Context: an optimization exercise on an open-source flow, tuned for small area and a short achievable clock period. The choices shown serve that exercise and are no tape-out recipe. Function was checked by simulation only, so behaviour that the tests miss may differ from the original.

## the reference run
// top_module
module top_module(final_out,clk,reset,load,select,qnan,snan,negzero,poszero,neginfinity,posinfinity,overflow,underflow,a,b);
  input [31:0] a,b;
  output [31:0] final_out;
  input clk,reset,load;
  input [1:0] select;
  output qnan,snan,negzero,poszero,neginfinity,posinfinity,overflow,underflow;
  localparam K1 = 4;             
  localparam K3 = 2;             
  localparam K2 = 13 - K1 - K3;  
  wire isdiv1 = &select;
  wire [26:0] o1a, o2a;
  md_ops ops1(isdiv1, a[22:0], b[22:0], o1a, o2a);
  wire [3:0] qf, qb0;
  md_first mf(a[22:0], b[22:20], qf);
  booth_dig bd0(b[1], b[0], 1'b0, qb0);
  wire [26:0] s1, bv1, m1;
  wire h1;
  wire [3:0] q1;
  wire [2*K1-1:0] p1, n1, ls1, lc1;
  md_rows #(0, K1) rows1(27'b0, 27'b0, isdiv1 ? qf : qb0, {2'b01, a[22:0]}, isdiv1, o1a, o2a, b[22:20],
    {3'b001, b[22:0]}, s1, bv1, q1, m1, h1, p1, n1, ls1, lc1);
  wire [2*K1-1:0] pn1_p = isdiv1 ? {qf[3:2], p1[2*K1-1:2]} : ls1;
  wire [2*K1-1:0] pn1_n = isdiv1 ? {qf[1:0], n1[2*K1-1:2]} : lc1;
  reg [31:0] ra, rb;
  reg [1:0] rsel;
  reg rdiv;
  always @(posedge clk)
    if (reset) begin
      ra <= 0; rb <= 0; rsel <= 0; rdiv <= 0;
    end else if (load) begin
      ra <= a; rb <= b; rsel <= select; rdiv <= isdiv1;
    end
  reg [26:0] rs, rm;
  reg rh;
  reg [2*K1-1:0] rP, rN;
  always @(posedge clk)
    if (load) begin
      rs <= s1; rm <= m1; rh <= h1; rP <= pn1_p; rN <= pn1_n;
    end
  wire agtb, altb;
  comparator u_cmp(ra[30:0], rb[30:0], agtb, altb);
  wire [31:0] addsub;
  fpadder3 u_as(ra, rb, rsel[0], agtb, altb, addsub);
  wire isdiv2 = rdiv;
  wire [26:0] o1b, o2b;
  md_ops ops2(isdiv2, ra[22:0], rb[22:0], o1b, o2b);
  wire [26:0] s2, bv2, m2;
  wire h2;
  wire [3:0] q2;
  wire [2*K2-1:0] p2, n2, ls2, lc2;
  wire [3:0] rqd, rqb, rq;
  wire [26:0] rbv;
  md_next nx2(rs, rm, rh, rb[22:20], rqd);
  booth_dig bd2(rb[2*K1+1], rb[2*K1], rb[2*K1-1], rqb);
  assign rq = isdiv2 ? rqd : rqb;
  md_bvec bvc2(isdiv2, rm, rh, rbv);
  md_rows #(K1, K2) rows2(rs, rbv, rq, 25'b0, isdiv2, o1b, o2b, rb[22:20],
    {3'b001, rb[22:0]}, s2, bv2, q2, m2, h2, p2, n2, ls2, lc2);
  wire [2*(K1+K2)-1:0] lsv = {ls2, rP};
  wire [2*(K1+K2)-1:0] lcv = {lc2, rN};
  wire [2*(K1+K2):0] lcy;
  assign lcy[0] = 1'b0;
  genvar i;
  generate for (i = 0; i < 2*(K1+K2); i = i + 1) begin : lowc
    assign lcy[i+1] = (lsv[i] & lcv[i]) | (lsv[i] & lcy[i]) | (lcv[i] & lcy[i]);
  end endgenerate
  ...
==> flow/config.mk <==
export PLATFORM = sky130hd
export DESIGN_NAME = top_module
export DESIGN_NICKNAME = top_module
export VERILOG_FILES = /design/flow/design.v
export SDC_FILE = /design/flow/constraint.sdc
export NUM_CORES = 4
export LEC_CHECK = 0
export ABC_AREA = 1
export CAP_MARGIN = 20
export CORE_MARGIN = 2
export CORE_UTILIZATION = 60
export SLEW_MARGIN = 60
==> flow/constraint.sdc <==
create_clock -name core_clock -period 110.0 [get_ports {clk}]
set_input_delay 22.0000 -clock core_clock [delete_from_list [all_inputs] [get_ports {clk}]]
set_output_delay 22.0000 -clock core_clock [all_outputs]
set_load 0.01 [all_outputs]
run.sh (not shown) runs the stock make flow with config.mk's settings and CLKGATE_MAP_FILE= SYNTH_SCRIPT=/design/flow/synth_recipe.tcl, a recipe that flattens the netlist after the stock synthesis.
The reference run | status: complete | timing, DRC, antenna: pass
[inputs] the trial run vs the reference run
diff --git a/flow/config.mk b/flow/config.mk
--- a/flow/config.mk
+++ b/flow/config.mk
@@ -10,3 +10,3 @@
 export CORE_MARGIN = 2
-export CORE_UTILIZATION = 60
+export CORE_UTILIZATION = 65
 export SLEW_MARGIN = 60
[summary]
From the trial run to the reference run, number of hold-slack violations in the final timing report did not move at all.
Row detail-routed net length per standard cell: the trial run higher / the reference run lower
Compared the reference run against the trial run; layout net count within noise.
The trial run: PASS, flow complete, no timing, DRC or antenna violations
Summary — final core area utilization, the trial run relative to the reference run: higher, by 5.5 points.
Diff the reference run -> the trial run: worst hold slack across all endpoints has increased; highest clock frequency the design can meet now smaller.
Re met1 capacity usage during global routing: the trial run and the reference run aren't equal, and the lower value belongs to the reference run.
Delta(initial cell density of the core, the trial run - the reference run) > 0
As far as wire length on met2 is concerned, the reference run and the trial run perform about the same.
The higher wire length of the first global-routing pass came out of the trial run.

========
Starting RTL as in the previous note.
export LEC_CHECK = 0
export ABC_AREA = 1
export CAP_MARGIN = 20
export CORE_MARGIN = 2
export CORE_UTILIZATION = 40
export SLEW_MARGIN = 60
create_clock -name core_clock -period 110.0 [get_ports {clk}]
Change:
Settings changed: CTS_BUF_LIST set to sky130_fd_sc_hd__clkbuf_8.
Effect: Register-to-register slack loses 120 ps; clock-buffer cell count is higher by 16; setup slack improved by 110 ps; sequential cell count is unchanged; sequential share of layout area hardly moves; via count rose slightly; core utilization rose by 0.11 points; die area does not change.

-- static timing again, ports no longer ideal --
How much do the figures lean on ideal ports? The routed layouts below were timed once more, with nothing changed but the port constraints. Step 1 assumes that a clkbuf_16 drives the clock port and a buf_2 every other input. Step 2 moves the port delays by t, midway between the first and last clock arrival at a register: inputs arrive t later, outputs are due t later. That takes back most of the time a late clock gives input paths. a / b / c = no drivers / after step 1 / after step 2; a / b = the first two.
run | shift t [ns] | slack for setup (ns) | worst slew at a driven data input, ns | pins driven straight from the clock port
the reference run | 0.662 | 69.875 / 69.913 / 69.251 | 0.06 | 1
the trial run | 0.689 | 69.620 / 69.549 / 69.350 | 0.07 | 1
the first run of note 2 | 0.613 | 69.577 / 69.628 / 69.014 | 0.05 | 1
the second run of note 2 | 0.732 | 69.688 / 69.738 / 69.007 | 0.05 | 1
After both steps setup and hold are still met in every run listed. For the second run of note 2, which loses most, drivers alone change the setup slack by +0.050 ns; drivers and shift together by -0.681 ns.
